Context: an optimization exercise on an open-source flow, tuned for small area, a short achievable clock period and few clock cycles. The choices shown serve that exercise and are no tape-out recipe. Where RTL was checked, it was by simulation tests only, not by an equivalence proof against the original. No functional check of the RTL was part of runs 4 to 7. Power is estimated from default activity; no workload was simulated.

--- flow/run.sh ---
#!/bin/bash
# The standard layout (the standard.sh, standard synthesis unchanged), with
# the port buffers that placement inserts made of sky130_fd_sc_hd__buf_1
# instead of the resizer's default pick. Every port still gets its buffer.
set -euo pipefail
bash standard.sh "BUFFER_PORTS_ARGS=-buffer_cell sky130_fd_sc_hd__buf_1" finish > standard.log 2>&1
--- standard.sh ---
#!/bin/bash
# synth_recipe.tcl (not shown) runs the flow's synth.tcl, then flattens the netlist and writes it again
# the make line also repeats each setting of config.mk as NAME=value (left out here)
make -C /OpenROAD-flow-scripts/flow DESIGN_CONFIG=/design/flow/config.mk WORK_HOME=/design/flow/orfs CLKGATE_MAP_FILE= SYNTH_SCRIPT=/design/flow/synth_recipe.tcl "${@:-finish}"
--- config.mk ---
export PLATFORM = sky130hd
export DESIGN_NAME = peak_finder_fp
export DESIGN_NICKNAME = peak_finder_fp
export VERILOG_FILES = /design/flow/design.v
export SDC_FILE = /design/flow/constraint.sdc
export NUM_CORES = 4
export LEC_CHECK = 0
export CAP_MARGIN = 0
export CORE_MARGIN = 2
export CORE_UTILIZATION = 40
export CTS_BUF_LIST = sky130_fd_sc_hd__clkbuf_8
export SETUP_SLACK_MARGIN = 2.88
export SLEW_MARGIN = 0
--- constraint.sdc ---
create_clock -name core_clock -period 5.0 [get_ports {clk}]
set_input_delay 1.0000 -clock core_clock [delete_from_list [all_inputs] [get_ports {clk}]]
set_output_delay 1.0000 -clock core_clock [all_outputs]
set_load 0.01 [all_outputs]
--- design.v ---
module mag_cmp2 (
    input  wire [30:0] a,
    input  wire [30:0] b,
    output wire [3:0]  p       
);
    assign p = {a[30:15] > b[30:15], a[30:15] < b[30:15],
                a[14:0]  > b[14:0],  a[14:0]  < b[14:0]};
endmodule
module fp_class (
    input  wire [31:0] x,
    output wire [2:0]  c
);
    assign c = {x[31], (x[30:23] == 8'hff) && (x[22:0] != 0), x[30:23] == 8'h00};
endmodule
module fp_gt_s2 (
    input  wire [3:0] p,
    input  wire [2:0] ca,
    input  wire [2:0] cb,
    output wire       a_gt_b,
    output wire       b_gt_a
);
    wire gh = p[3], lh = p[2], gl = p[1], ll = p[0];
    wire mg = gh || (!lh && gl);
    wire ml = lh || (!gh && ll);
    wire sa = ca[2], sb = cb[2];
    wire ok = !ca[1] && !cb[1] && !(ca[0] && cb[0]);
    assign a_gt_b = ok && ((!sa && sb) || (!sa && !sb && mg) || (sa && sb && ml));
    assign b_gt_a = ok && ((sa && !sb) || (!sa && !sb && ml) || (sa && sb && mg));
endmodule
module peak_finder_fp (
    input clk,
    input rst_n,
    output reg [12:0] bram_addr,
    input wire [31:0] bram_data,
    output reg [0:0]  web,
    output wire [6:0] addrb,
    output wire [44:0] dinb,
    input wire [31:0] threshold,
    input wire        start,
    output reg        done
);
    localparam T_NONE = 3'd0, T_BF = 3'd1, T_B1 = 3'd2, T_BM = 3'd3, T_BL = 3'd4,
               T_TS = 3'd5, T_TP = 3'd6, T_FIN = 3'd7;
    localparam S_IDLE = 3'd0, S_BASE = 3'd1, S_RR = 3'd2, S_RRT = 3'd3,
               S_REP = 3'd4, S_FINW = 3'd5;
    localparam D_NB = 2'd0, D_TS = 2'd1, D_LNB = 2'd2, D_BF = 2'd3;
    reg [2:0] st;
    reg [2:0] tA, tB, tC, tD;
    reg [2:0] bc;           
    reg [2:0] cd;           
    reg [1:0] dt;           
    reg [6:0] off;          
    reg [12:0] E;           
    reg [31:0] r1;          
    reg [3:0]  pw, pt;      
    reg [2:0]  cw, cp, ct;  
    reg [12:0] widx;
    reg [5:0]  cnt;         
    reg        cand;
    reg        SF;          
    reg [3:0]  S;           
    reg        lastc;       
    reg        PF, PL;      
    reg [3:0]  PS;
    assign addrb = {1'b0, cnt};
    assign dinb  = {widx, r1};
    wire [3:0] pw_n, pt_n;
    mag_cmp2 m1w (.a(bram_data[30:0]), .b(r1[30:0]),        .p(pw_n));
    mag_cmp2 m1t (.a(bram_data[30:0]), .b(threshold[30:0]), .p(pt_n));
    wire [2:0] cw_n, ct_n;
    fp_class kw (.x(bram_data), .c(cw_n));
    fp_class kt (.x(threshold), .c(ct_n));
    wire f_wr, f_rw, f_wt, f_tw;
    fp_gt_s2 c2w (.p(pw), .ca(cw), .cb(cp), .a_gt_b(f_wr), .b_gt_a(f_rw));
    fp_gt_s2 c2t (.p(pt), .ca(cw), .cb(ct), .a_gt_b(f_wt), .b_gt_a(f_tw));
    wire confirm = (tC == T_TS) || ((tD == T_TP) && f_wr);
    wire term    = confirm && (cnt == 6'd34);
    wire bl_issue = (st == S_BASE) && (bc == 3'd1);
    wire op_ok    = (dt == D_TS) ? !cd[0] :
                    (dt == D_NB || dt == D_LNB) ? !cd[1] : 1'b1;
    wire rr_go    = (st == S_RR) && op_ok;
    wire xfer     = (tD == T_BF);
    wire pg0      = (E == 13'd893);
    wire pg0_n    = bl_issue ? (bram_addr == 13'd956) : pg0;
    wire phantom  = (E == 13'd8154);
    wire [3:0] PS_clr = {1'b0, PS[2] & PS[3], PS[1] & (|PS[3:2]), PS[0] & (|PS[3:1])};
    function [8:0] desc(input f, input [3:0] s, input l, input g0);
        casez ({f, s, l})
            6'b1?????: desc = {D_NB, g0 ? 7'd5 : 7'd6};
            6'b01????: desc = {D_TS, 7'd7};
            6'b001???: desc = {D_TS, 7'd8};
            6'b0001??: desc = {D_TS, 7'd9};
            6'b00001?: desc = {D_TS, 7'd10};
            6'b000001: desc = {D_LNB, 7'd12};
            default:   desc = {D_BF, 7'd113};
        endcase
    endfunction
    reg        PF_n, PL_n;
    reg [3:0]  PS_n;
    reg [1:0]  dt_n;
    reg [6:0]  off_n;
    always @(*) begin
        PF_n = PF; PS_n = PS; PL_n = PL;
        dt_n = dt; off_n = off;
        if (xfer) begin
            PF_n = SF; PS_n = S; PL_n = lastc;
            {dt_n, off_n} = desc(SF, S, lastc, pg0_n);
        end else if (rr_go) begin
            case (dt)
                D_NB: begin
                    PF_n = 1'b0;
                    dt_n = desc(1'b0, PS, PL, 1'b0) >> 7;
                    off_n = pg0 ? 7'd6 : 7'd7;
                end
                D_TS: begin
                    PS_n = PS_clr;
                    {dt_n, off_n} = desc(1'b0, PS_clr, PL, 1'b0);
                end
                D_LNB: begin
                    PL_n = 1'b0;
                    dt_n = D_BF;
                    off_n = 7'd11;
                end
                default: ;
            endcase
        end else if (st == S_REP) begin
            {dt_n, off_n} = desc(1'b0, PS, PL, 1'b0);
        end
    end
    wire [12:0] rel_addr = E + {6'd0, off};
    wire [12:0] inc_addr = bram_addr + 13'd1;
    always @(posedge clk) begin
        r1 <= bram_data;
        pw <= pw_n;
        pt <= pt_n;
        cw <= cw_n;
        cp <= cw;
        ct <= ct_n;
        PF <= PF_n;
        PS <= PS_n;
        PL <= PL_n;
        dt <= dt_n;
        off <= off_n;
        cd <= {1'b0, cd[2:1]};
        if (tA == T_TS || tB == T_TP) widx <= bram_addr;
        if (web) cnt <= cnt + 6'd1;
        case (tD)
            T_BF: begin
                S <= 4'd0;
                cand <= f_wt;
            end
            T_B1: begin
                SF <= cand & f_rw;
                cand <= f_wt & f_wr;
            end
            T_BM: begin
                S <= {S[2:0], cand & f_rw};
                cand <= f_wt & f_wr;
            end
            T_BL: begin
                S <= {S[2:0], cand & f_rw};
                lastc <= f_wt & f_wr;
            end
            default: ;
        endcase
        bram_addr <= (st == S_IDLE) ? 13'd899 : (st == S_BASE) ? inc_addr : rel_addr;
        case (st)
            S_IDLE: begin  
                bc <= 3'd5;
                SF <= 1'b0; S <= 4'd0; lastc <= 1'b0;
                cnt <= 6'd0;
            end
            S_BASE: begin
                bc <= bc - 3'd1;
                if (bc == 3'd1) E <= {inc_addr[12:6] - 7'd1, inc_addr[5:0]};
            end
            S_RR: begin
                if (op_ok) begin
                    case (dt)
                        D_TS: cd <= 3'b011;
                        D_BF: begin
                            if (!phantom) bc <= 3'd4;
                        end
                    endcase
                end
            end
            S_RRT: cd <= 3'b111;
            default: ;
        endcase
        if (!rst_n) begin
            st <= S_IDLE;
            tA <= T_NONE; tB <= T_NONE; tC <= T_NONE; tD <= T_NONE;
            web <= 1'b0;
            done <= 1'b0;
        end else begin
            if (st == S_IDLE) begin
                tB <= T_NONE;
                tC <= T_NONE;
                tD <= T_NONE;
            end else begin
                tB <= tA;
                tC <= tB;
                tD <= tC;
            end
            web <= confirm && (cnt != 6'd34);
            done <= ((st == S_FINW) && (tD == T_FIN)) || term;
            tA <= T_NONE;
            case (st)
                S_IDLE: begin
                    if (start) begin
                        tA <= T_BF;
                        st <= S_BASE;
                    end
                end
                S_BASE: begin
                    tA <= (bc == 3'd1) ? T_BL : (tA == T_BF) ? T_B1 : T_BM;
                    if (bc == 3'd1) st <= S_RR;
                end
                S_RR: begin
                    if (op_ok) begin
                        case (dt)
                            D_NB:  st <= S_RRT;
                            D_TS: tA <= T_TS;
                            D_LNB: st <= S_RRT;
                            default: begin
                                if (phantom) begin
                                    tA <= T_FIN;
                                    st <= S_FINW;
                                end else begin
                                    tA <= T_BF;
                                    st <= S_BASE;
                                end
                            end
                        endcase
                    end
                end
                S_RRT: begin
                    tA <= T_TP;
                    st <= S_REP;
                end
                S_REP: st <= S_RR;
                S_FINW: begin
                    if (tD == T_FIN) st <= S_IDLE;
                end
                default: st <= S_IDLE;
            endcase
            if (term) begin
                st <= S_IDLE;
                tA <= T_NONE;
            end
        end
    end
endmodule
==> summary.md, run 1 <==
| Metric | Value |
|---|---|
| Share of the synthesized area in the top cell type | `25.8%` |
| Die Footprint | `19200 µm²` |
| Core Area | `17800 µm²` |
| Initial Utilization | `40.5%` |
| Htree depth | `4` |
| Crit-path slowest cell | `dfxtp_2` |
| Floorplan row count | `between 40 and 50` |
| Drt drc | `0` |
| Synth Instances | `~770` |
| WP buf/inv | `1` |
| #FFs+latches synth | `about 140` |
| Most frequent cells in the layout | `buf_1, dfxtp_1, inv_1` |
| Ys Warns | `1` |
| Clock buffer depth | `2` |
| Unique masters post-synth | `67` |
| Slew margin rel. | `between 50% and 60%` |
| Vert. Die Dim | `138 µm` |
| Layout cells sized above 1 | `10.6%` |
| Dominant cells by area after synthesis | `dfxtp_1, edfxtp_1, ha_1` |
| Multi-input logic area | `3880 µm²` |
| Lkg Pwr | `between 3 and 4 nW` |
| CP endpoint kind | `output port` |
| RSZ-0062 raised after global routing | `true` |
| RD Place Congestion | `0.859` |
| WL final | `roughly 17000 µm` |
| Drt pass-1 iters | `5` |
| Final setup fails | `0` |
| Die X | `138 µm` |
| Netlist Area Pre-Place | `7220 µm²` |
| CTS tree | `done` |
| Worst Skew | `16.5 ps` |
| CP top delay family | `flip-flops` |
| Worst slew pin tran | `648 ps` |
| GRT Util Overall | `18.3%` |
| TritonCTS buffer count | `17` |
| Pre-CTS setup slack | `2390 ps` |
| PwrDens | `311 nW/µm²` |
| Commonest non-fill, non-tap cell in the layout | `buf_1` |
| Slew Limit Fails | `0` |
| Fill count | `1750` |
| Syn Area/Cell | `roughly 9.4 µm²` |
| Total nets after synthesis | `between 900 and 1000` |
| Critical Path Max Stage Delay | `420 ps` |
| Initial antenna violation count | `0` |
| Avg WL per Cell | `around 15 µm` |
| Hold crit path type | `register to register` |
| Register area | `3150 µm²` |
| Clock transition at the registers of the reported paths | `90 ps` |
| Max-cap viol count | `0` |
| Period utilization | `41.0%` |
| N_diodes | `0` |
| Clock Tree Root | `clkbuf_8` |
| CP max FO | `8` |
| Grt total ovfl | `0` |
| Sequential area share after synthesis | `43.2%` |
| Startpoint Class | `register` |
| Fin crit period | `2050 ps` |
| Global-route wire length before repair | `28700 µm` |
| Area grow syn2layout | `18.8%` |
| Via density | `5.20` |
| Setup_tns | `0 ps` |
| Final Hold Fails | `0` |
| Vias in the first global route | `5954` |
| Max frequency | `0.488 GHz` |
| Number of flops mapped to enable cells by yosys | `42` |
| Nets | `1059` |
| Worst-skew pair later-pin latency | `460 ps` |
| Post-synth top flop | `dfxtp_1` |
| HPWL Detailed | `13100 µm` |
| Crit path DAT | `1050 ps` |
| WS Path Type | `register to output port` |
| Status | `finished clean` |
| I/O Buffers | `132` |
| Vias | `5996` |
| WP data required | `4000 ps` |
| Ys async rst share | `0%` |
| Crit-path cells | `buf_1` |
| Post-route worst setup slack | `2950 ps` |
| CTS Sinks | `135` |
| Largest net degree at the start of global routing | `18` |
| Largest area contributor in the netlist | `dfxtp_1` |
| 1st-iter DRT viols | `279` |
| Peak VDD IR | `between 0.15 and 0.2 mV` |
| Post-DRT Antenna Nets | `0` |
| IO Count | `134` |
## registers in the layout, indices dropped and copies added (netlist names), 4 cells and up
| register | count |
|---|---|
| r1 | 32 |
| E | 13 |
| bram_addr | 13 |
| widx | 13 |
| cnt | 6 |
| off | 5 |
| PS | 4 |
| S | 4 |
| pt | 4 |
| pw | 4 |
## routing by layer
| layer | GRT usage, % | share of wire, % | up-vias |
|---|---|---|---|
| met4 | 6.87 | 2.2 | 0 |
| met1 | 22.9 | 46 | 2745 |
| met3 | 4.57 | 5.2 | 34 |
| met2 | 30.6 | 47 | 171 |
| met5 | 0 | 0 | - |
| li1 | - | - | 3046 |
## final cells by class
cell class / count / area share (%)
Clock inverter: 15 / 1.50
Tap cell: 229 / 3.34
Inverter: 77 / 3.40
Sequential cell: 135 / 36.8
Timing Repair Buffer: 146 / 7.03
Clock buffer: 17 / 2.73
Multi-Input combinational cell: 533 / 45.3
## kinds of logic after synthesis
logic type                 Yosys count  synth area share (%)
and+or+nand+nor                    260                  18.8
AOI/OAI and AO/OA                  151                  13.5
DFF                                135                  43.2
buffers and inverters               97                  5.32
adders and majority gates           83                  14.4
xor gates and xnor gates            33                  4.00
muxes                                5                 0.693
other                                1                0.0519
## path summary, 6_finish.rpt
| kind | endpoint | from | slack (ps) | depth (start not counted) |
|---|---|---|---|---|
| min | cp[0]$_DFF_P_ | cw[0]$_DFF_P_ | 380 | 0 |
| max | bram_addr[4] | bram_addr[4]$_SDFF_PP0_ | 2950 | 1 |
| min reg2reg | cp[0]$_DFF_P_ | cw[0]$_DFF_P_ | 380 | 0 |
| max reg2reg | off[0]$_DFFE_PP_ | dt[0]$_DFFE_PP_ | 2970 | 6 |
## power breakdown
group	switching, mW	internal [mW]
logic	0.294	0.212
registers	0.0856	1.23
clock network	0.485	0.361
total	0.865	1.81
## synthesized netlist by cell type (all sizes together) (8+ instances only)
master / n
a21oi: 40
a31oi: 8
and3: 18
clkbuf: 15
dfxtp: 93
edfxtp: 42
ha: 81
inv: 77
nand2: 53
nand3: 24
nand4: 26
nor2: 55
nor2b: 14
nor3: 22
nor4: 11
o21ai: 38
or3: 8
xnor2: 20
xor2: 13
## through the flow
step / utilization (%) / power (mW) / instances / area (µm²) / hold slack, ps
final: 48.1 / 2.67 / 1152 / 8580 / 384
after detailed placement: 44.8 / 1.81 / 1107 / 7990 / 376
after CTS: 47.4 / 2.68 / 1146 / 8460 / 388
after global routing: 48.1 / 2.83 / 1152 / 8580 / 400
after floorplan: - / 1.65 / 765 / 7290 / 351
after global placement: 44.8 / 1.81 / 1107 / 7990 / 368
## repair_timing
item                                    4_1_cts  5_1_grt
hold buffers                                  0        0
endpoints found under the setup margin       37       30
endpoints found under the hold margin         0        0
buffers inserted                              7        6
resized for setup                            20       27
pin swaps                                     3        7
Testbench counts, summed over its fixed seeds: cycles 20,406.
==> inputs of run 2 (changes only) <==
--- a/config.mk
+++ b/config.mk
@@ -9,5 +9,5 @@
 export CORE_MARGIN = 2
 export CORE_UTILIZATION = 40
 export CTS_BUF_LIST = sky130_fd_sc_hd__clkbuf_8
-export SETUP_SLACK_MARGIN = 2.88
+export SETUP_SLACK_MARGIN = 2.91
 export SLEW_MARGIN = 0
==> run 2 against run 1 <==
  * Still clean
  * Flip-flop and latch count did not move
  * Clock skew grew 3.4 ps
  * Register-to-register slack is essentially flat
  * Non-clock buffer count grew 4
  * First-iteration DRC count up 4.3%
  * Sequential power is essentially flat
  * Fmax decreased by 1.4%
  * Largest power group unchanged
  * Highest routed layer unchanged
==> summary.md, run 2 <==
| Metric | Value |
|---|---|
| 1st-iter DRT viols | `291` |
| IO Count | `about 130` |
| Largest net degree at the start of global routing | `18` |
| Floorplan row count | `49` |
| Biggest register | `r1` |
| Worst Reg-to-Reg Cells | `8` |
| Via density | `5.20` |
| Die Footprint | `19200 µm²` |
| Total power | `roughly 2.8 mW` |
| Worst-skew pair later-pin latency | `around 460 ps` |
| Area grow syn2layout | `20.1%` |
| Layout cells sized above 1 | `11.8%` |
| Reg-to-Reg End | `E[12]$_DFFE_PP_` |
| Avg WL per Cell | `14.8 µm` |
| Max-cap viol count | `0` |
| Post-synth top flop | `dfxtp_1` |
| Vert. Die Dim | `138 µm` |
| Fin crit period | `2080 ps` |
| Nets | `between 1000 and 1500` |
| Netlist Area Pre-Place | `7220 µm²` |
| Post-synth top cells | `dfxtp_1, ha_1, inv_1` |
| Ys Warns | `1` |
| CTS Sinks | `about 140` |
| Most frequent cells in the layout | `buf_1, inv_1, dfxtp_1` |
| WS Path Type | `register to output port` |
| Worst Skew | `19.8 ps` |
| Total nets after synthesis | `914` |
| Hold crit path type | `register to register` |
| Critical path depth in cells | `1` |
| Commonest non-fill, non-tap cell in the layout | `buf_1` |
| Startpoint Class | `register` |
| Number of flops mapped to enable cells by yosys | `42` |
| Grt total ovfl | `0` |
| Share of the synthesized area in the top cell type | `25.8%` |
| Synth Instances | `roughly 770` |
| Global-route wire length before repair | `28200 µm` |
| TritonCTS buffer count | `17` |
| Initial Utilization | `between 40% and 50%` |
| RR Startpoint | `bram_addr[0]$_SDFF_PP1_` |
| Post-DRT Antenna Nets | `0` |
| Core Area | `17800 µm²` |
| RSZ-0062 raised after global routing | `true` |
| Fill count | `1661` |
| WL final | `between 15000 and 20000 µm` |
| Clock Tree Root | `clkbuf_8` |
| GRT Util Overall | `about 18%` |
| Crit path DAT | `1080 ps` |
| N_diodes | `0` |
| Dominant cells by area after synthesis | `dfxtp_1, edfxtp_1, ha_1` |
| Clock transition at the registers of the reported paths | `approximately 90 ps` |
| Worst slew pin tran | `667 ps` |
| Slew Limit Fails | `0` |
| Max frequency | `about 0.48 GHz` |
| CP endpoint kind | `output port` |
| CP top delay family | `flip-flops` |
| CP max FO | `5` |
| Peak VDD IR | `around 0.19 mV` |
| Period utilization | `41.6%` |
| Drt pass-1 iters | `4` |
| Vias in the first global route | `5842` |
| Ys async rst share | `0%` |
| Setup_tns | `0 ps` |
| Crit-path slowest cell | `dfxtp_1` |
| Critical Path End | `bram_addr[7]` |
| Most numerous cell in the Yosys netlist | `dfxtp_1` |
| Status | `finished clean` |
| WP data required | `4000 ps` |
| #FFs+latches synth | `135` |
| CTS tree | `done` |
| I/O Buffers | `132` |
| CP Launch Point | `bram_addr[7]$_SDFF_PP1_` |
| Crit-path cells | `buf_1` |
| Worst reg2reg setup slack | `2960 ps` |
| PwrDens | `320 nW/µm²` |
| CTS Hold Bufs | `0` |
| Final Hold Fails | `0` |
| Max reg flops | `32` |
| Die X | `138 µm` |
| Vias | `6007` |
| Clock buffer depth | `2` |
| WP buf/inv | `1` |
| HPWL Detailed | `12900 µm` |
| Critical Path Max Stage Delay | `450 ps` |
| Unique masters post-synth | `67` |
| RD Place Congestion | `0.879` |
| Lkg Pwr | `3.51 nW` |
| Final setup fails | `0` |
| Slew margin rel. | `55.5%` |
| Sequential area share after synthesis | `43.2%` |
| Htree depth | `4` |
| Drt drc | `0` |
| Syn Area/Cell | `9.44 µm²` |
| Initial antenna violation count | `0` |
| Largest area contributor in the netlist | `dfxtp_1` |
## run 2: layout make-up
type                       instances  area (µm²)  area share, %
multi-input combinational        533        3900           44.9
sequential                       135        3160           36.4
timing repair buffer             150         633           7.29
inverter                          77         292           3.36
tap                              229         287           3.30
clock buffer                      17         234           2.70
clock inverter                    15         176           2.03
## run 2: how the worst min path moves through the flow
stage                              from       endpoint  slack, ps  depth (start not counted)
final                     cw[1]$_DFF_P_  cp[1]$_DFF_P_        370                          0
after global routing      cw[1]$_DFF_P_  cp[1]$_DFF_P_        380                          0
after CTS                 cw[1]$_DFF_P_  cp[1]$_DFF_P_        380                          0
after detailed placement  cw[1]$_DFF_P_  cp[1]$_DFF_P_        370                          0
after global placement    cw[1]$_DFF_P_  cp[1]$_DFF_P_        370                          0
after floorplan           cw[1]$_DFF_P_  cp[1]$_DFF_P_        350                          0
## run 2: stage by stage
step,hold WS [ps],area (µm²),worst slack (ps),cells,utilization [%]
after floorplan,351,7300,2790,765,-
after global routing,379,8680,2830,1156,48.7
after detailed placement,366,7990,2390,1107,44.8
after global placement,368,7990,2440,1107,44.8
after CTS,377,8500,2790,1145,47.7
final,373,8680,2920,1156,48.7
## run 2: kinds of logic after synthesis
| kind of cell | after synthesis | share of synthesized area (%) |
|---|---|---|
| buf+inv | 97 | 5.32 |
| other cells | 1 | 0.0519 |
| fa+ha+maj | 83 | 14.4 |
| compound gates | 151 | 13.5 |
| simple gates | 260 | 18.8 |
| xor+xnor | 33 | 4.00 |
| flops | 135 | 43.2 |
| mux | 5 | 0.693 |
## run 2: power breakdown
part | internal, mW | total, mW | switching, mW
Combinational | 0.214 | 0.511 | 0.297
Clock | 0.464 | 0.950 | 0.487
Sequential | 1.23 | 1.32 | 0.0847
Total | 1.91 | 2.78 | 0.868
## run 2: metal layers
metal | track usage [%] | part of all wire (%) | vias up
li1 | - | - | 3064
met2 | 30.4 | 48 | 167
met4 | 6.28 | 1.7 | 0
met3 | 3.57 | 4.9 | 26
met1 | 23.0 | 46 | 2750
met5 | 0 | 0 | -
## run 2: timing repair
item | in CTS | in global routing
resized for setup | 20 | 31
pin swaps | 3 | 7
setup endpoints to repair | 40 | 49
setup buffers | 6 | 11
==> inputs of run 3 (changes only) <==
==> flow/run.sh (replaced) <==
#!/bin/bash
# The standard layout (the standard.sh, standard synthesis unchanged), with
# the port buffers that placement inserts made of sky130_fd_sc_hd__buf_2
# instead of the resizer's default pick. Every port still gets its buffer.
set -euo pipefail
bash standard.sh "BUFFER_PORTS_ARGS=-buffer_cell sky130_fd_sc_hd__buf_2" finish > standard.log 2>&1
--- a/config.mk
+++ b/config.mk
@@ -9,5 +9,5 @@
 export CORE_MARGIN = 2
 export CORE_UTILIZATION = 40
 export CTS_BUF_LIST = sky130_fd_sc_hd__clkbuf_8
-export SETUP_SLACK_MARGIN = 2.91
+export SETUP_SLACK_MARGIN = 2.95
 export SLEW_MARGIN = 0
==> run 3 against run 2 <==
  * Die area is the same
  * Via count is 0.52% higher
  * Routed wire length increased by 2.4%
  * Power shrank 1.9%
  * Highest routed layer unchanged
  * Fmax is 2.6% higher
  * Clock skew is 7.5 ps lower
  * Critical endpoint is now bram_addr[8]
  * Design area up 2.8%
  * Setup slack better by 53 ps
  * Largest power group unchanged
  * Count of clock-buffer cells in the layout unchanged
  * Sequential share of layout area fell by 0.78 points
  * Utilization is 1.4 points higher
  * Critical path type unchanged
==> summary.md, run 3 <==
| Metric | Value |
|---|---|
| Status | `finished clean` |
| Ys async rst share | `0%` |
| Fin crit period | `2030 ps` |
| Clock transition at the registers of the reported paths | `80 ps` |
| Die X | `138 µm` |
| Most frequent cells in the layout | `buf_2, inv_1, dfxtp_1` |
| Startpoint Class | `register` |
| Reg-to-Reg End | `E[12]$_DFFE_PP_` |
| Floorplan row count | `49` |
| WL final | `17500 µm` |
| RD Place Congestion | `0.847` |
| N_diodes | `0` |
| Fill count | `1724` |
| Slew margin rel. | `a little over half` |
| Synth Instances | `around 770` |
| Total nets after synthesis | `914` |
| Worst-skew pair later-pin latency | `460 ps` |
| Post-synth top flop | `dfxtp_1` |
| I/O Buffers | `132` |
| Hold path depth | `0` |
| Clock buffer depth | `2` |
| Clock Tree Root | `clkbuf_8` |
| Ys Warns | `1` |
| 1st-iter DRT viols | `between 200 and 250` |
| Grt total ovfl | `0` |
| CTS Hold Bufs | `0` |
| Final Hold Fails | `0` |
| Htree depth | `4` |
| Worst hold margin | `378 ps` |
| Netlist Area Pre-Place | `roughly 7200 µm²` |
| Max reg flops | `32` |
| Crit path DAT | `1030 ps` |
| Global-route wire length before repair | `28900 µm` |
| Sequential area share after synthesis | `43.2%` |
| Largest area contributor in the netlist | `dfxtp_1` |
| RSZ-0062 raised after global routing | `true` |
| CTS tree | `done` |
| CP max FO | `4` |
| CP top delay family | `flip-flops` |
| Post-synth top cells | `dfxtp_1, ha_1, inv_1` |
| Commonest non-fill, non-tap cell in the layout | `buf_2` |
| Met3 capacity usage during global routing | `3.84%` |
| Initial Utilization | `40.5%` |
| Die Footprint | `19200 µm²` |
| Initial antenna violation count | `0` |
| Number of flops mapped to enable cells by yosys | `42` |
| Max-cap viol count | `0` |
| Grt peak-use layer | `met2` |
| Worst Skew | `12.3 ps` |
| Worst slew pin tran | `700 ps` |
| Core Area | `17800 µm²` |
| Met1 usage | `23.7%` |
| Total power | `2.73 mW` |
| Crit-path slowest cell | `dfxtp_1` |
| Most numerous cell in the Yosys netlist | `dfxtp_1` |
| WP buf/inv | `1` |
| Slew Limit Fails | `0` |
| Area grow syn2layout | `23.6%` |
| CTS Sinks | `135` |
| RR Startpoint | `bram_addr[2]$_SDFF_PP0_` |
| Met2 Use GR | `31.1%` |
| Setup_tns | `0 ps` |
| Lkg Pwr | `around 3.9 nW` |
| Worst Reg-to-Reg Cells | `7` |
| Vert. Die Dim | `138 µm` |
| Dominant cells by area after synthesis | `dfxtp_1, edfxtp_1, ha_1` |
| Worst reg2reg setup slack | `2980 ps` |
| Final Util | `50.0%` |
| Share of the synthesized area in the top cell type | `25.8%` |
| WP data required | `about 4000 ps` |
| HPWL Detailed | `13200 µm` |
| Post-DRT Antenna Nets | `0` |
| Vias | `6038` |
| Unique masters post-synth | `67` |
| Nets | `1065` |
| Biggest register | `r1` |
| Max frequency | `0.493 GHz` |
| Syn Area/Cell | `9.44 µm²` |
| Crit-path cells | `buf_2` |
| Worst Hold End | `cp[1]$_DFF_P_` |
| Critical Path Max Stage Delay | `410 ps` |
| Period utilization | `40.6%` |
| Peak VDD IR | `0.205 mV` |
| Drt drc | `0` |
| Via density | `5.21` |
| Final setup fails | `0` |
| TritonCTS buffer count | `17` |
| Avg WL per Cell | `~15 µm` |
| GRT Util Overall | `a little under a fifth` |
| PwrDens | `305 nW/µm²` |
| Drt pass-1 iters | `4` |
| IO Count | `134` |
| Multi-input logic area | `3990 µm²` |
| CP endpoint kind | `output port` |
| Register area | `3180 µm²` |
| Hold Crit Start | `cw[1]$_DFF_P_` |
| Vias in the first global route | `5924` |
| Largest net degree at the start of global routing | `18` |
| Layout cells sized above 1 | `27.8%` |
| #FFs+latches synth | `135` |
| WS Path Type | `register to output port` |
| Hold crit path type | `register to register` |
-- run 3: cell counts after synthesis --
Identical to the previous run, type by type.
-- run 3: logic make-up after synthesis --
logic type,after synthesis,share of synthesized area (%)
compound gates,151,13.5
mux,5,0.693
fa+ha+maj,83,14.4
buf+inv,97,5.32
flops,135,43.2
other cells,1,0.0519
simple gates,260,18.8
xor+xnor,33,4.00
-- run 3: final cells by class --
type,instances,area share (%)
inverters,77,3.27
flip-flops and latches,135,35.6
clock inverters,15,1.46
clock buffers,17,2.62
repair buffers,152,9.08
multi-input cells,533,44.7
well taps,229,3.21
-- run 3: how the worst max path moves through the flow --
stage | from | end | slack, ps | depth (start not counted)
after floorplan | bram_data[9] | pt[1]$_DFF_P_ | 2790 | 7
after global placement | dt[1]$_DFFE_PP_ | off[2]$_DFFE_PP_ | 2470 | 6
after detailed placement | dt[1]$_DFFE_PP_ | off[2]$_DFFE_PP_ | 2450 | 6
after CTS | r1[31]$_DFF_P_ | dinb[31] | 2950 | 1
after global routing | E[0]$_DFFE_PP_ | bram_addr[8]$_SDFF_PP1_ | 2900 | 8
final | bram_addr[8]$_SDFF_PP1_ | bram_addr[8] | 2970 | 1
-- run 3: what timing repair did --
action | CTS | global route
pin swaps | 6 | 14
resized for setup | 39 | 34
hold endpoints to repair | 0 | 0
setup endpoints to repair | 49 | 42
buffers inserted | 8 | 11
-- run 3: metrics by stage --
step	cells	instance area, µm²	setup slack (ps)
2_1_floorplan	765	7320	2790
3_3_place_gp	1107	8180	2470
3_5_place_dp	1107	8180	2450
4_1_cts	1147	8700	2950
5_1_grt	1158	8930	2900
6_report	1158	8930	2970
-- run 3: power breakdown --
part	switching [mW]	internal (mW)	leakage, nW
Combinational	0.307	0.248	2.55
Sequential	0.0804	1.23	1.16
Clock	0.494	0.361	0.177
Total	0.882	1.84	3.88
-- run 3: per-layer routing --
layer / part of all wire [%] / routed length (µm)
met1: 46 / 8030
met4: 1.6 / 276
met3: 4.4 / 767
met2: 48 / 8410
met5: 0 / 0
-- run 3: worst register-to-register path: stages (launching register included) --
cell and delay (ps):
dfxtp_4 390, and4_4 270, nand4_1 170, xor2_2 270
ha_2 220, and3_4 200, nand3_1 80, xor2_1 170
==> inputs of run 4 (changes only) <==
--- a/design.v
+++ b/design.v
@@ -95,6 +95,10 @@
             default:   desc = {D_BF, 7'd113};
         endcase
     endfunction
+    wire       d_f = xfer && SF;
+    wire [3:0] d_s = xfer ? S : (rr_go && dt == D_TS) ? PS_clr : PS;
+    wire       d_l = xfer ? lastc : PL;
+    wire [8:0] d   = desc(d_f, d_s, d_l, pg0_n);
     reg        PF_n, PL_n;
     reg [3:0]  PS_n;
     reg [1:0]  dt_n;
@@ -104,17 +108,17 @@
         dt_n = dt; off_n = off;
         if (xfer) begin
             PF_n = SF; PS_n = S; PL_n = lastc;
-            {dt_n, off_n} = desc(SF, S, lastc, pg0_n);
+            {dt_n, off_n} = d;
         end else if (rr_go) begin
             case (dt)
                 D_NB: begin
                     PF_n = 1'b0;
-                    dt_n = desc(1'b0, PS, PL, 1'b0) >> 7;
+                    dt_n = d[8:7];
                     off_n = pg0 ? 7'd6 : 7'd7;
                 end
                 D_TS: begin
                     PS_n = PS_clr;
-                    {dt_n, off_n} = desc(1'b0, PS_clr, PL, 1'b0);
+                    {dt_n, off_n} = d;
                 end
                 D_LNB: begin
                     PL_n = 1'b0;
@@ -124,7 +128,7 @@
                 default: ;
             endcase
         end else if (st == S_REP) begin
-            {dt_n, off_n} = desc(1'b0, PS, PL, 1'b0);
+            {dt_n, off_n} = d;
         end
     end
     wire [12:0] rel_addr = E + {6'd0, off};
==> flow/run.sh (replaced) <==
#!/bin/bash
# The standard layout (the standard.sh, standard synthesis unchanged), with
# the port buffers that placement inserts made of sky130_fd_sc_hd__buf_1
# instead of the resizer's default pick. Every port still gets its buffer.
set -euo pipefail
bash standard.sh "BUFFER_PORTS_ARGS=-buffer_cell sky130_fd_sc_hd__buf_1" finish > standard.log 2>&1
--- a/config.mk
+++ b/config.mk
@@ -9,5 +9,5 @@
 export CORE_MARGIN = 2
 export CORE_UTILIZATION = 40
 export CTS_BUF_LIST = sky130_fd_sc_hd__clkbuf_8
-export SETUP_SLACK_MARGIN = 2.95
+export SETUP_SLACK_MARGIN = 2.85
 export SLEW_MARGIN = 0
==> run 4 against run 3 <==
  * Count of clock-buffer cells in the layout unchanged
  * Synthesized cell count down 0.65%
  * Sequential power hardly changed
  * Die area is 0.51% lower
  * Critical endpoint is now dt[0]$_DFFE_PP_
  * Utilization shrank 0.72 points
  * Area after synthesis fell by 0.52%
  * Flip-flop and latch count stayed put
  * Setup slack got worse by 200 ps
==> summary.md, run 4 <==
| Metric | Value |
|---|---|
| Status | `finished clean` |
| Setup_tns | `0 ps` |
| RD Place Congestion | `0.855` |
| Initial Utilization | `about two fifths` |
| CP Launch Point | `dt[1]$_DFFE_PP_` |
| Total nets after synthesis | `between 900 and 1000` |
| Share of the synthesized area in the top cell type | `25.9%` |
| RR Startpoint | `dt[1]$_DFFE_PP_` |
| PwrDens | `305 nW/µm²` |
| Grt total ovfl | `0` |
| Vert. Die Dim | `138 µm` |
| Critical Path Max Stage Delay | `440 ps` |
| TritonCTS buffer count | `17` |
| Fin crit period | `2230 ps` |
| GRT Util Overall | `18.1%` |
| Area grow syn2layout | `22.0%` |
| WP data required | `between 5000 and 6000 ps` |
| Placed cell area | `8060 µm²` |
| Worst reg2reg setup slack | `between 2000 and 3000 ps` |
| HPWL Detailed | `about 13000 µm` |
| Avg WL per Cell | `14.9 µm` |
| Htree depth | `4` |
| 1st-iter DRT viols | `roughly 280` |
| Fin area | `8770 µm²` |
| Total power | `2.67 mW` |
| Drt drc | `0` |
| Vias | `6028` |
| Crit-path slowest cell | `edfxtp_1` |
| Sequential area share after synthesis | `43.5%` |
| #FFs+latches synth | `about 140` |
| Max reg flops | `32` |
| Die Footprint | `19100 µm²` |
| Unique masters post-synth | `between 60 and 70` |
| CTS Sinks | `135` |
| Netlist Area Pre-Place | `7190 µm²` |
| Floorplan row count | `49` |
| Worst-skew pair later-pin latency | `450 ps` |
| Drt pass-1 iters | `5` |
| Nets | `~1100` |
| Max frequency | `between 0.4 and 0.5 GHz` |
| Critical Path End | `dt[0]$_DFFE_PP_` |
| Dominant cells by area after synthesis | `dfxtp_1, edfxtp_1, ha_1` |
| Reg-to-Reg End | `dt[0]$_DFFE_PP_` |
| Ys async rst share | `0%` |
| Die X | `138 µm` |
| Slew margin rel. | `64.0%` |
| Peak VDD IR | `0.159 mV` |
| Core Area | `17800 µm²` |
| Worst slew pin tran | `538 ps` |
| Largest area contributor in the netlist | `dfxtp_1` |
| Worst Skew | `11.7 ps` |
| Post-synth top cells | `dfxtp_1, ha_1, inv_1` |
| Final setup fails | `0` |
| RSZ-0062 raised after global routing | `true` |
| Hold crit path type | `register to register` |
| Post-synth top flop | `dfxtp_1` |
| N_diodes | `0` |
| Largest net degree at the start of global routing | `17` |
| Register area | `3140 µm²` |
| Clock buffer depth | `2` |
| Worst Reg-to-Reg Cells | `8` |
| Period utilization | `44.6%` |
| Crit path DAT | `between 2000 and 2500 ps` |
| WS Path Type | `register to register` |
| I/O Buffers | `132` |
| Commonest non-fill, non-tap cell in the layout | `buf_1` |
| Max-cap viol count | `0` |
| Most numerous cell in the Yosys netlist | `dfxtp_1` |
| Clock transition at the registers of the reported paths | `90 ps` |
| Slew Limit Fails | `0` |
| Layout cells sized above 1 | `13.8%` |
| Biggest register | `r1` |
| Final Hold Fails | `0` |
| CTS tree | `done` |
| Synth Instances | `760` |
| IO Count | `134` |
| Lkg Pwr | `3.55 nW` |
| Initial antenna violation count | `0` |
| Global-route wire length before repair | `28300 µm` |
| CP endpoint kind | `register` |
| Vias in the first global route | `5823` |
| Fill count | `1714` |
| Startpoint Class | `register` |
| WL final | `17300 µm` |
| Most frequent cells in the layout | `buf_1, dfxtp_1, ha_1` |
| Clock Tree Root | `clkbuf_8` |
| Ys Warns | `1` |
| Syn Area/Cell | `9.46 µm²` |
| Number of flops mapped to enable cells by yosys | `42` |
| Post-DRT Antenna Nets | `0` |
| Multi-input logic area | `3950 µm²` |
| Crit-path cells | `inv_2 -> ha_4 -> nand2b_4 -> o311a_4 -> a2111oi_4 -> and2b_1 -> a21oi_2 -> or2_1` |
| Via density | `~5.2` |
| CP max FO | `6` |
| Worst hold margin | `between 300 and 400 ps` |
==> run 4: changes by cell type after synthesis, sizes merged, moves of 4 or more <==
cell	previous run	this run
xnor2	20	15
or2	2	8
and2	3	7
and3	18	14
nand2b	4	10
o21ai	38	29
o21bai	5	0
a21oi	40	46
==> run 4: cell families (layout without fill, tap and decap cells) <==
| kind of cell | count (synthesis) | in the layout | share of synthesized area [%] |
|---|---|---|---|
| mux | 6 | 6 | 0.853 |
| compound gates | 142 | 142 | 12.8 |
| xor+xnor | 30 | 30 | 3.66 |
| other cells | 1 | 1 | 0.0522 |
| buf+inv | 95 | 265 | 5.10 |
| simple gates | 270 | 270 | 19.8 |
| flops | 135 | 135 | 43.5 |
| fa+ha+maj | 81 | 81 | 14.2 |
==> run 4: how the worst min path moves through the flow <==
stage                  startpoint  slack [ps]  depth (start not counted)       endpoint
detailed placement  cw[0]$_DFF_P_         370                          0  cp[0]$_DFF_P_
global placement    cw[1]$_DFF_P_         360                          0  cp[1]$_DFF_P_
finish              cw[0]$_DFF_P_         380                          0  cp[0]$_DFF_P_
global route        cw[0]$_DFF_P_         390                          0  cp[0]$_DFF_P_
CTS                 cw[0]$_DFF_P_         380                          0  cp[0]$_DFF_P_
floorplan           cw[1]$_DFF_P_         350                          0  cp[1]$_DFF_P_
==> run 4: cell type report <==
| cell class | count | share of cell area, % |
|---|---|---|
| Tap cell | 229 | 3.27 |
| Timing Repair Buffer | 157 | 7.88 |
| Multi-Input combinational cell | 530 | 45.0 |
| Sequential cell | 135 | 35.8 |
| Inverter | 76 | 3.54 |
| Clock buffer | 17 | 2.67 |
| Clock inverter | 15 | 1.77 |
==> run 4: critical path, delay by kind of cell, from the launching register on <==
family,cells,cell delay [ps]
AO/OA/AOI/OAI,3,790
buffers and inverters,1,100
adder cells (fa/ha/maj),1,140
AND/OR/NAND/NOR,3,510
flip-flops,1,440
==> run 4: through the flow <==
stage	instances	setup WS [ps]	util (%)
finish	1159	2770	49.3
global placement	1104	2370	45.3
CTS	1145	2760	48.2
global route	1159	2700	49.3
floorplan	760	2730	-
detailed placement	1104	2340	45.3
==> run 4: power breakdown <==
group | switching (mW) | internal, mW
combinational | 0.284 | 0.204
clock | 0.490 | 0.413
sequential | 0.0698 | 1.21
==> run 4: routing by layer <==
metal | GRT usage, % | vias to the layer above | share of wire (%) | wire length (µm)
met3 | 4.23 | 19 | 4.3 | 744
met4 | 5.21 | 0 | 1.3 | 224
met1 | 24.3 | 2812 | 48 | 8320
met2 | 29.3 | 150 | 46 | 7980
li1 | - | 3047 | - | -
met5 | 0 | - | 0 | 0
==> run 4: what timing repair did <==
action                                  in CTS  in global routing
endpoints found under the setup margin      22                 24
buffers inserted                             9                 14
hold buffers                                 0                  0
resized for setup                           21                 28
pin swaps                                    4                 10
==> inputs of run 5 (changes only) <==
--- a/config.mk
+++ b/config.mk
@@ -9,5 +9,5 @@
 export CORE_MARGIN = 2
 export CORE_UTILIZATION = 40
 export CTS_BUF_LIST = sky130_fd_sc_hd__clkbuf_8
-export SETUP_SLACK_MARGIN = 2.85
+export SETUP_SLACK_MARGIN = 2.9
 export SLEW_MARGIN = 0
==> run 5 against run 4 <==
  * Still clean
  * Setup slack worse by 64 ps
  * Fmax is 2.8% lower
  * Worst hold slack about the same
  * Global-route usage rose by 0.29 points
  * Design area is 1.5% higher
  * Sequential power about the same
  * Area after synthesis unchanged
  * Clock power rose by 16%
  * Routed wire length up 2.8%
  * Highest routed layer unchanged
==> summary.md, run 5 <==
| Metric | Value |
|---|---|
| Status | `finished clean` |
| Synth Instances | `760` |
| Most numerous cell in the Yosys netlist | `dfxtp_1` |
| WP data required | `around 5200 ps` |
| Unique masters post-synth | `64` |
| Commonest non-fill, non-tap cell in the layout | `buf_1` |
| Avg WL per Cell | `15.3 µm` |
| Wire length on met2 | `8290 µm` |
| Netlist Area Pre-Place | `7190 µm²` |
| Final Hold Fails | `0` |
| Clock Tree Root | `clkbuf_8` |
| Vias in the first global route | `5784` |
| TritonCTS buffer count | `17` |
| Initial antenna violation count | `0` |
| Max-cap viol count | `0` |
| Post-DRT Antenna Nets | `0` |
| Pre-CTS setup slack | `2340 ps` |
| Ys Warns | `1` |
| Clock buffer depth | `2` |
| Share of the synthesized area in the top cell type | `between 20% and 30%` |
| PwrDens | `319 nW/µm²` |
| CTS Hold Bufs | `0` |
| Final setup fails | `0` |
| Htree depth | `4` |
| Max frequency | `0.436 GHz` |
| Routed length on met3 | `677 µm` |
| Post-placement cell count | `around 1100` |
| Biggest register | `r1` |
| HPWL Detailed | `13300 µm` |
| Dominant cells by area after synthesis | `dfxtp_1, edfxtp_1, ha_1` |
| Ys async rst share | `0%` |
| Floorplan row count | `49` |
| CP endpoint kind | `register` |
| Hold crit path type | `register to register` |
| #FFs+latches synth | `135` |
| Most frequent cells in the layout | `buf_1, dfxtp_1, ha_1` |
| N_diodes | `0` |
| CP max FO | `6` |
| Vias | `a little over 6000` |
| Largest area contributor in the netlist | `dfxtp_1` |
| GRT Util Overall | `18.4%` |
| Core Area | `between 15000 and 20000 µm²` |
| WL final | `17800 µm` |
| WS Path Type | `register to register` |
| Met1 Wirelength | `between 8000 and 9000 µm` |
| Fill count | `between 1500 and 2000` |
| Final Non-Filler Cells | `1161` |
| Vert. Die Dim | `138 µm` |
| Top Metal Used | `met4` |
| CTS Sinks | `between 100 and 150` |
| Setup_tns | `0 ps` |
| Largest net degree at the start of global routing | `17` |
| Worst-skew pair later-pin latency | `460 ps` |
| Initial Utilization | `40.4%` |
| CTS tree | `done` |
| Nets | `1067` |
| Period utilization | `between 40 and 50%` |
| Drt drc | `0` |
| Post-synth top cells | `dfxtp_1, ha_1, inv_1` |
| Die X | `138 µm` |
| Worst hold margin | `376 ps` |
| Area grow syn2layout | `23.8%` |
| Register area | `3160 µm²` |
| Grt total ovfl | `0` |
| I/O Buffers | `132` |
| Multi-input logic area | `approximately 4000 µm²` |
| Worst Skew | `11.1 ps` |
| RSZ-0062 raised after global routing | `true` |
| Worst slew pin tran | `530 ps` |
| Number of flops mapped to enable cells by yosys | `42` |
| Clock transition at the registers of the reported paths | `approximately 90 ps` |
| Syn Area/Cell | `9.46 µm²` |
| RD Place Congestion | `0.832` |
| Die Footprint | `19100 µm²` |
| 1st-iter DRT viols | `302` |
| Total nets after synthesis | `908` |
| Post-route worst setup slack | `2710 ps` |
| Global-route wire length before repair | `28600 µm` |
| Lkg Pwr | `around 3.6 nW` |
| Sequential area share after synthesis | `43.5%` |
| Post-synth top flop | `dfxtp_1` |
| Max reg flops | `32` |
| IO Count | `134` |
| Slew margin rel. | `64.5%` |
| Peak VDD IR | `0.176 mV` |
| Drt pass-1 iters | `4` |
| Layout cells sized above 1 | `15.9%` |
| Via density | `5.22` |
| Fin crit period | `2290 ps` |
| Crit path DAT | `between 2000 and 3000 ps` |
| Slew Limit Fails | `0` |
| Startpoint Class | `register` |
-- run 5: cell count changes in the layout (fill, tap and decap cells not counted), sizes merged --
cell      previous run  this run
bufinv               1         4
clkbuf              19        21
clkinv               2         1
clkinvlp             3         1
-- run 5: layout make-up --
class | instances | share of cell area [%]
Multi-Input combinational cell | 530 | 44.7
Sequential cell | 135 | 35.5
Timing Repair Buffer | 159 | 7.97
Inverter | 76 | 3.49
Tap cell | 229 | 3.22
Clock buffer | 17 | 2.63
Clock inverter | 15 | 2.45
-- run 5: final timing paths --
check                                   startpoint  slack [ps]              end  cells past startpoint
worst max-delay path            st[0]$_SDFFE_PP0P_        2710  dt[0]$_DFFE_PP_                      7
worst max register to register  st[0]$_SDFFE_PP0P_        2710  dt[0]$_DFFE_PP_                      7
worst min register to register       cw[1]$_DFF_P_         380    cp[1]$_DFF_P_                      0
worst min-delay path                 cw[1]$_DFF_P_         380    cp[1]$_DFF_P_                      0
-- run 5: kinds of logic (layout without fill, tap and decap cells) --
logic type / count (synthesis) / in the layout / share of synthesized area (%)
fa+ha+maj: 81 / 81 / 14.2
simple gates: 270 / 270 / 19.8
compound gates: 142 / 142 / 12.8
other cells: 1 / 1 / 0.0522
xor+xnor: 30 / 30 / 3.66
mux: 6 / 6 / 0.853
flops: 135 / 135 / 43.5
buf+inv: 95 / 267 / 5.10
-- run 5: timing repair --
item / 4_1_cts / 5_1_grt
buffers inserted: 13 / 12
resized for setup: 37 / 35
gates cloned: 0 / 0
pin swaps: 11 / 15
hold endpoints to repair: 0 / 0
endpoints found under the setup margin: 29 / 38
-- run 5: where the power goes --
part | switching [mW] | internal, mW | leakage [nW]
Combinational | 0.294 | 0.212 | 2.24
Sequential | 0.0673 | 1.21 | 1.16
Clock | 0.489 | 0.560 | 0.229
Total | 0.850 | 1.99 | 3.62
-- run 5: worst max-delay path, stage by stage, from the launching register on --
cell	delay, ps
dfxtp_4	370
or3b_4	400
buf_6	140
o311a_4	320
a2111oi_4	330
and2b_1	210
a21oi_2	60
or2_1	210
-- run 5: through the flow --
stage / util [%] / power [mW] / area (µm²)
3_5_place_dp: 45.3 / 1.76 / 8060
6_report: 50.0 / 2.84 / 8900
5_1_grt: 50.0 / 2.98 / 8900
2_1_floorplan: - / 1.60 / 7360
4_1_cts: 49.0 / 2.83 / 8700
3_3_place_gp: 45.3 / 1.75 / 8060
-- run 5: routing by layer --
layer	vias to the layer above	GRT usage (%)
met5	-	0
met3	20	3.46
li1	3045	-
met4	0	5.75
met1	2849	24.8
met2	146	30.0
==> inputs of run 6 (changes only) <==
--- a/design.v
+++ b/design.v
@@ -80,19 +80,19 @@
                     (dt == D_NB || dt == D_LNB) ? !cd[1] : 1'b1;
     wire rr_go    = (st == S_RR) && op_ok;
     wire xfer     = (tD == T_BF);
-    wire pg0      = (E == 13'd893);
+    wire pg0      = (E == 13'd892);
     wire pg0_n    = bl_issue ? (bram_addr == 13'd956) : pg0;
-    wire phantom  = (E == 13'd8154);
+    wire phantom  = (E == 13'd8153);
     wire [3:0] PS_clr = {1'b0, PS[2] & PS[3], PS[1] & (|PS[3:2]), PS[0] & (|PS[3:1])};
     function [8:0] desc(input f, input [3:0] s, input l, input g0);
         casez ({f, s, l})
-            6'b1?????: desc = {D_NB, g0 ? 7'd5 : 7'd6};
-            6'b01????: desc = {D_TS, 7'd7};
-            6'b001???: desc = {D_TS, 7'd8};
-            6'b0001??: desc = {D_TS, 7'd9};
-            6'b00001?: desc = {D_TS, 7'd10};
-            6'b000001: desc = {D_LNB, 7'd12};
-            default:   desc = {D_BF, 7'd113};
+            6'b1?????: desc = {D_NB, g0 ? 7'd6 : 7'd7};
+            6'b01????: desc = {D_TS, 7'd8};
+            6'b001???: desc = {D_TS, 7'd9};
+            6'b0001??: desc = {D_TS, 7'd10};
+            6'b00001?: desc = {D_TS, 7'd11};
+            6'b000001: desc = {D_LNB, 7'd13};
+            default:   desc = {D_BF, 7'd114};
         endcase
     endfunction
     wire       d_f = xfer && SF;
@@ -114,7 +114,7 @@
                 D_NB: begin
                     PF_n = 1'b0;
                     dt_n = d[8:7];
-                    off_n = pg0 ? 7'd6 : 7'd7;
+                    off_n = pg0 ? 7'd7 : 7'd8;
                 end
                 D_TS: begin
                     PS_n = PS_clr;
@@ -123,7 +123,7 @@
                 D_LNB: begin
                     PL_n = 1'b0;
                     dt_n = D_BF;
-                    off_n = 7'd11;
+                    off_n = 7'd12;
                 end
                 default: ;
             endcase
@@ -176,7 +176,7 @@
             end
             S_BASE: begin
                 bc <= bc - 3'd1;
-                if (bc == 3'd1) E <= {inc_addr[12:6] - 7'd1, inc_addr[5:0]};
+                if (bc == 3'd1) E <= {bram_addr[12:6] - 7'd1, bram_addr[5:0]};
             end
             S_RR: begin
                 if (op_ok) begin
==> run 6 against run 5 <==
  * Critical path depth shrank 1
  * Non-clock buffer count shrank 12
  * Power shrank 8.2%
  * Clock skew up 5.3 ps
  * Critical path type unchanged
  * Critical endpoint is now off[0]$_DFFE_PP_
==> summary.md, run 6 <==
| Metric | Value |
|---|---|
| Final setup fails | `0` |
| Share of the synthesized area in the top cell type | `25.8%` |
| Post-DRT Antenna Nets | `0` |
| I/O Buffers | `132` |
| Slew Limit Fails | `0` |
| Post-synth top cells | `dfxtp_1, inv_1, ha_1` |
| Core Area | `17800 µm²` |
| Die Footprint | `19100 µm²` |
| PwrDens | `302 nW/µm²` |
| Worst slew pin tran | `811 ps` |
| RSZ-0062 raised after global routing | `true` |
| Drt pass-1 iters | `5` |
| Largest area contributor in the netlist | `dfxtp_1` |
| WL final | `about 17000 µm` |
| Dominant cells by area after synthesis | `dfxtp_1, edfxtp_1, ha_1` |
| Largest net degree at the start of global routing | `18` |
| Fin area | `8620 µm²` |
| Status | `finished clean` |
| Total nets after synthesis | `896` |
| Unique masters post-synth | `71` |
| Sequential area share after synthesis | `43.3%` |
| Wire length on met2 | `between 8000 and 9000 µm` |
| Initial antenna violation count | `0` |
| Top Metal Used | `met4` |
| Lkg Pwr | `3.54 nW` |
| Initial Utilization | `between 40% and 50%` |
| RD Place Congestion | `0.837` |
| CTS Hold Bufs | `0` |
| Nets | `1045` |
| Final Hold Fails | `0` |
| Floorplan row count | `49` |
| Slew margin rel. | `a little under half` |
| Syn Area/Cell | `9.68 µm²` |
| Ys Warns | `1` |
| 1st-iter DRT viols | `212` |
| Post-synth top flop | `dfxtp_1` |
| Commonest non-fill, non-tap cell in the layout | `buf_1` |
| Clock buffer depth | `2` |
| Vert. Die Dim | `138 µm` |
| Area grow syn2layout | `19.5%` |
| Setup_tns | `0 ps` |
| Max frequency | `around 0.47 GHz` |
| CP endpoint kind | `register` |
| Met1 Wirelength | `roughly 7500 µm` |
| Max-cap viol count | `0` |
| Layout cells sized above 1 | `12.3%` |
| Vias | `5888` |
| Startpoint Class | `register` |
| Clock Tree Root | `clkbuf_8` |
| Avg WL per Cell | `14.8 µm` |
| Most numerous cell in the Yosys netlist | `dfxtp_1` |
| CTS tree | `done` |
| Htree depth | `4` |
| CP max FO | `17` |
| HPWL Detailed | `12900 µm` |
| Drt drc | `0` |
| Post-placement cell count | `1092` |
| Fin crit period | `2120 ps` |
| Global-route wire length before repair | `about 28000 µm` |
| Placed cell area | `about 8000 µm²` |
| Biggest register | `r1` |
| WS Path Type | `register to register` |
| Number of flops mapped to enable cells by yosys | `between 40 and 50` |
| Routed length on met3 | `around 910 µm` |
| Period utilization | `42.4%` |
| Crit path DAT | `2320 ps` |
| #FFs+latches synth | `135` |
| CTS Sinks | `135` |
| IO Count | `134` |
| Final Non-Filler Cells | `about 1100` |
| Worst Skew | `16.5 ps` |
| Worst hold margin | `375 ps` |
| Via density | `between 5 and 6` |
| WP data required | `5200 ps` |
| Netlist Area Pre-Place | `approximately 7200 µm²` |
| Clock transition at the registers of the reported paths | `~80 ps` |
| Most frequent cells in the layout | `buf_1, inv_1, ha_1` |
| Hold crit path type | `register to register` |
| N_diodes | `0` |
| GRT Util Overall | `17.8%` |
| Worst-skew pair later-pin latency | `between 400 and 500 ps` |
| Total power | `around 2.6 mW` |
| Max reg flops | `32` |
| Synth Instances | `approximately 750` |
| TritonCTS buffer count | `17` |
| Ys async rst share | `0%` |
| Grt total ovfl | `0` |
| Vias in the first global route | `5633` |
| Die X | `138 µm` |
| Peak VDD IR | `0.173 mV` |
-- run 6: cell families (layout without fill, tap and decap cells) --
family                   count (synthesis)  after routing  share of synthesized area (%)
adder cells (fa/ha/maj)                 83             83                           14.5
multiplexers                             5              5                          0.711
XOR/XNOR                                31             31                           3.76
buffers and inverters                  102            264                           5.82
AO/OA/AOI/OAI                          156            156                           14.0
AND/OR/NAND/NOR                        233            233                           17.9
other                                    1              1                         0.0520
flip-flops                             135            135                           43.3
-- run 6: critical path, stage by stage, from the launching register on --
cell	delay, ps
dfxtp_4	450
or3b_4	490
nor2_4	180
mux2_4	320
a221oi_2	220
o21a_1	130
o22ai_1	70
-- run 6: layout make-up --
| class | count | area, µm² |
|---|---|---|
| inverters | 85 | 332 |
| multi-input cells | 509 | 3820 |
| clock buffers | 17 | 234 |
| flip-flops and latches | 135 | 3170 |
| well taps | 229 | 287 |
| clock inverters | 15 | 130 |
| repair buffers | 147 | 653 |
| fillers | 1704 | 9220 |
-- run 6: worst paths after layout --
check	start	slack, ps	to	depth (start not counted)
hold / removal	cw[1]$_DFF_P_	370	cp[1]$_DFF_P_	0
setup / recovery	st[0]$_SDFFE_PP0P_	2880	off[0]$_DFFE_PP_	6
setup reg to reg	st[0]$_SDFFE_PP0P_	2880	off[0]$_DFFE_PP_	6
hold reg to reg	cw[1]$_DFF_P_	370	cp[1]$_DFF_P_	0
-- run 6: what timing repair did --
| action | in CTS | in global routing |
|---|---|---|
| endpoints found under the setup margin | 30 | 30 |
| setup buffers | 11 | 2 |
| pin swaps | 4 | 5 |
| resized for setup | 31 | 23 |
| gates cloned | 0 | 0 |
-- run 6: stage by stage --
step / utilization (%) / setup slack, ps
detailed placement: 44.8 / 2360
finish: 48.3 / 2880
CTS: 48.0 / 2800
floorplan: - / 2760
global placement: 44.8 / 2370
global route: 48.3 / 2800
-- run 6: layer usage --
metal,vias up,global-route usage (%)
met1,2718,22.2
met4,0,4.56
li1,2991,-
met2,165,30.8
met5,-,0
met3,14,4.64
-- run 6: power breakdown --
group	total [mW]	switching, mW	internal (mW)
clock	0.836	0.442	0.394
combinational	0.461	0.262	0.199
sequential	1.31	0.0875	1.22
total	2.60	0.791	1.81
==> inputs of run 7 (changes only) <==
--- a/config.mk
+++ b/config.mk
@@ -9,5 +9,5 @@
 export CORE_MARGIN = 2
 export CORE_UTILIZATION = 40
 export CTS_BUF_LIST = sky130_fd_sc_hd__clkbuf_8
-export SETUP_SLACK_MARGIN = 2.9
+export SETUP_SLACK_MARGIN = 2.85
 export SLEW_MARGIN = 0
==> run 7 against run 6 <==
  * Largest cell class unchanged
  * Fmax is 0.66% higher
  * Clock power is 18% higher
  * Clock skew is 0.75 ps higher
  * Sequential power hardly changed
  * Routed wire length is 0.68% lower
  * Area after synthesis stayed put
  * Largest power group unchanged
  * Critical path depth is 2 higher
  * Count of clock-buffer cells in the layout stayed put
  * Power is 5.6% higher
==> summary.md, run 7 <==
| Metric | Value |
|---|---|
| Status | `finished clean` |
| Crit path DAT | `roughly 2400 ps` |
| Peak VDD IR | `0.161 mV` |
| Nets | `~1000` |
| Vias in the first global route | `between 5000 and 6000` |
| Worst Skew | `17.2 ps` |
| WL final | `16700 µm` |
| Slew margin rel. | `about 60%` |
| Setup_tns | `0 ps` |
| Commonest non-fill, non-tap cell in the layout | `buf_1` |
| Clock Tree Root | `clkbuf_8` |
| Vias | `5820` |
| Area grow syn2layout | `19.3%` |
| HPWL Detailed | `12700 µm` |
| CP max FO | `4` |
| Hold crit path type | `register to register` |
| Worst slew pin tran | `614 ps` |
| Ys Warns | `1` |
| Global-route wire length before repair | `27800 µm` |
| Final Util | `about half` |
| Post-DRT Antenna Nets | `0` |
| Total nets after synthesis | `approximately 900` |
| Max-cap viol count | `0` |
| CTS tree | `done` |
| Worst-skew pair later-pin latency | `440 ps` |
| CP endpoint kind | `register` |
| Lkg Pwr | `3.55 nW` |
| #FFs+latches synth | `~140` |
| RSZ-0062 raised after global routing | `true` |
| Biggest register | `r1` |
| Avg WL per Cell | `14.7 µm` |
| Slew Limit Fails | `0` |
| Die X | `138 µm` |
| Grt total ovfl | `0` |
| TritonCTS buffer count | `17` |
| Fin crit period | `between 2000 and 2500 ps` |
| Post-synth top flop | `dfxtp_1` |
| RD Place Congestion | `0.827` |
| GRT Util Overall | `17.8%` |
| Max reg flops | `32` |
| Clock transition at the registers of the reported paths | `80 ps` |
| Vert. Die Dim | `138 µm` |
| Synth Instances | `746` |
| Sequential area share after synthesis | `43.3%` |
| Number of flops mapped to enable cells by yosys | `42` |
| N_diodes | `0` |
| Layout cells sized above 1 | `10.8%` |
| Most frequent cells in the layout | `buf_1, inv_1, dfxtp_1, ha_1, nor2_1` |
| Post-synth top cells | `dfxtp_1, inv_1, ha_1` |
| Largest net degree at the start of global routing | `18` |
| Floorplan row count | `49` |
| Htree depth | `4` |
| Initial antenna violation count | `0` |
| Core Area | `roughly 18000 µm²` |
| WS Path Type | `input pin to register` |
| Share of the synthesized area in the top cell type | `25.8%` |
| PwrDens | `320 nW/µm²` |
| Drt drc | `0` |
| Dominant cells by area after synthesis | `dfxtp_1, edfxtp_1, ha_1` |
| Drt pass-1 iters | `5` |
| Syn Area/Cell | `between 9 and 10 µm²` |
| Unique masters post-synth | `71` |
| Most numerous cell in the Yosys netlist | `dfxtp_1` |
| Ys async rst share | `0%` |
| Startpoint Class | `input pin` |
| Netlist Area Pre-Place | `7220 µm²` |
| Initial Utilization | `40.5%` |
| IO Count | `roughly 130` |
| Die Footprint | `roughly 19000 µm²` |
| Clock buffer depth | `2` |
| Largest area contributor in the netlist | `dfxtp_1` |
| CTS Sinks | `around 140` |
| WP data required | `between 5000 and 6000 ps` |
| Period utilization | `42.1%` |
| Via density | `5.12` |
| 1st-iter DRT viols | `206` |
| Final setup fails | `0` |
| I/O Buffers | `around 130` |
| Final Hold Fails | `0` |
| Max frequency | `~0.48 GHz` |
run 7: cell counts after synthesis:
Identical to the previous run, type by type.
run 7: metal layers:
layer  global-route usage, %  share of wire [%]  vias to the layer above
li1                        -                  -                     2980
met5                       0                  0                        -
met2                    30.6                 48                      147
met3                    4.05                4.3                        4
met1                    23.1                 47                     2689
met4                    3.81               0.32                        0
run 7: cells by family (layout without fill, tap and decap cells):
kind of cell	after synthesis	after routing	synth area share, %
fa+ha+maj	83	83	14.5
buf+inv	102	264	5.82
compound gates	156	156	14.0
mux	5	5	0.711
xor+xnor	31	31	3.76
other cells	1	1	0.0520
simple gates	233	233	17.9
flops	135	135	43.3
run 7: what timing repair did:
item                       4_1_cts  5_1_grt
buffers inserted                 7        6
pin swaps                        1        3
setup endpoints to repair       22       28
resized for setup               20       15
hold buffers                     0        0
run 7: final timing paths:
kind	start	to	slack (ps)	depth (start not counted)
setup / recovery	bram_data[1]	pt[1]$_DFF_P_	2900	8
hold / removal	cw[1]$_DFF_P_	cp[1]$_DFF_P_	390	0
setup reg to reg	st[2]$_SDFFE_PP0P_	off[2]$_DFFE_PP_	2930	7
hold reg to reg	cw[1]$_DFF_P_	cp[1]$_DFF_P_	390	0
run 7: cell type report:
class | instances | area (µm²)
fill | 1734 | 9230
inverter | 85 | 332
clock buffer | 17 | 234
tap | 229 | 287
multi-input combinational | 509 | 3790
sequential | 135 | 3140
clock inverter | 15 | 200
timing repair buffer | 147 | 623
run 7: per-stage QoR:
stage / cell area (µm²) / cells / hold slack (ps) / power (mW) / worst slack, ps
after floorplan: 7280 / 746 / 350 / 1.60 / 2760
after global placement: 7970 / 1092 / 363 / 1.76 / 2370
after detailed placement: 7970 / 1092 / 368 / 1.77 / 2340
after CTS: 8510 / 1131 / 389 / 2.78 / 2780
after global routing: 8610 / 1137 / 397 / 2.91 / 2810
final: 8610 / 1137 / 388 / 2.75 / 2900
run 7: where the power goes:
group	total, mW	leakage, nW	internal, mW	switching, mW
logic	0.460	2.17	0.198	0.263
clock network	0.990	0.220	0.547	0.443
registers	1.30	1.15	1.22	0.0855
run 7: critical path, cell delays in order:
cell	delay (ps)
buf_1	220
ha_4	250
nor2b_1	120
o21a_1	170
o21a_1	180
o221a_2	240
nor4_2	180
a31oi_1	70

-- static timing again, ports no longer ideal --
How much do the figures lean on ideal ports? The routed layouts below were timed once more, with nothing changed but the port constraints. Step 1 sets driving cells, clkbuf_16 on the clock port and buf_2 on the other inputs (assumed; they add their load-dependent delay and slew). Step 2 moves the port delays by t, midway between the first and last clock arrival at a register: inputs arrive t later, outputs are due t later. That takes back most of the time a late clock gives input paths. a / b / c = no drivers / after step 1 / after step 2; a / b = the first two.
run | shift t [ns] | setup WS [ns] | clock arrival spread, ns
run 1 | 0.492 | 2.949 / 2.908 / 2.492 | 0.018 / 0.018
run 2 | 0.486 | 2.919 / 2.882 / 2.567 | 0.023 / 0.022
run 3 | 0.492 | 2.972 / 2.932 / 2.569 | 0.015 / 0.014
run 4 | 0.481 | 2.770 / 2.770 / 2.444 | 0.012 / 0.012
run 5 | 0.488 | 2.706 / 2.706 / 2.461 | 0.012 / 0.012
run 6 | 0.482 | 2.882 / 2.882 / 2.472 | 0.017 / 0.017
run 7 | 0.471 | 2.896 / 2.870 / 2.436 | 0.019 / 0.019
After both steps setup and hold are still met in every run listed. For run 7, which loses most, drivers alone change the setup slack by -0.026 ns; drivers and shift together by -0.460 ns.
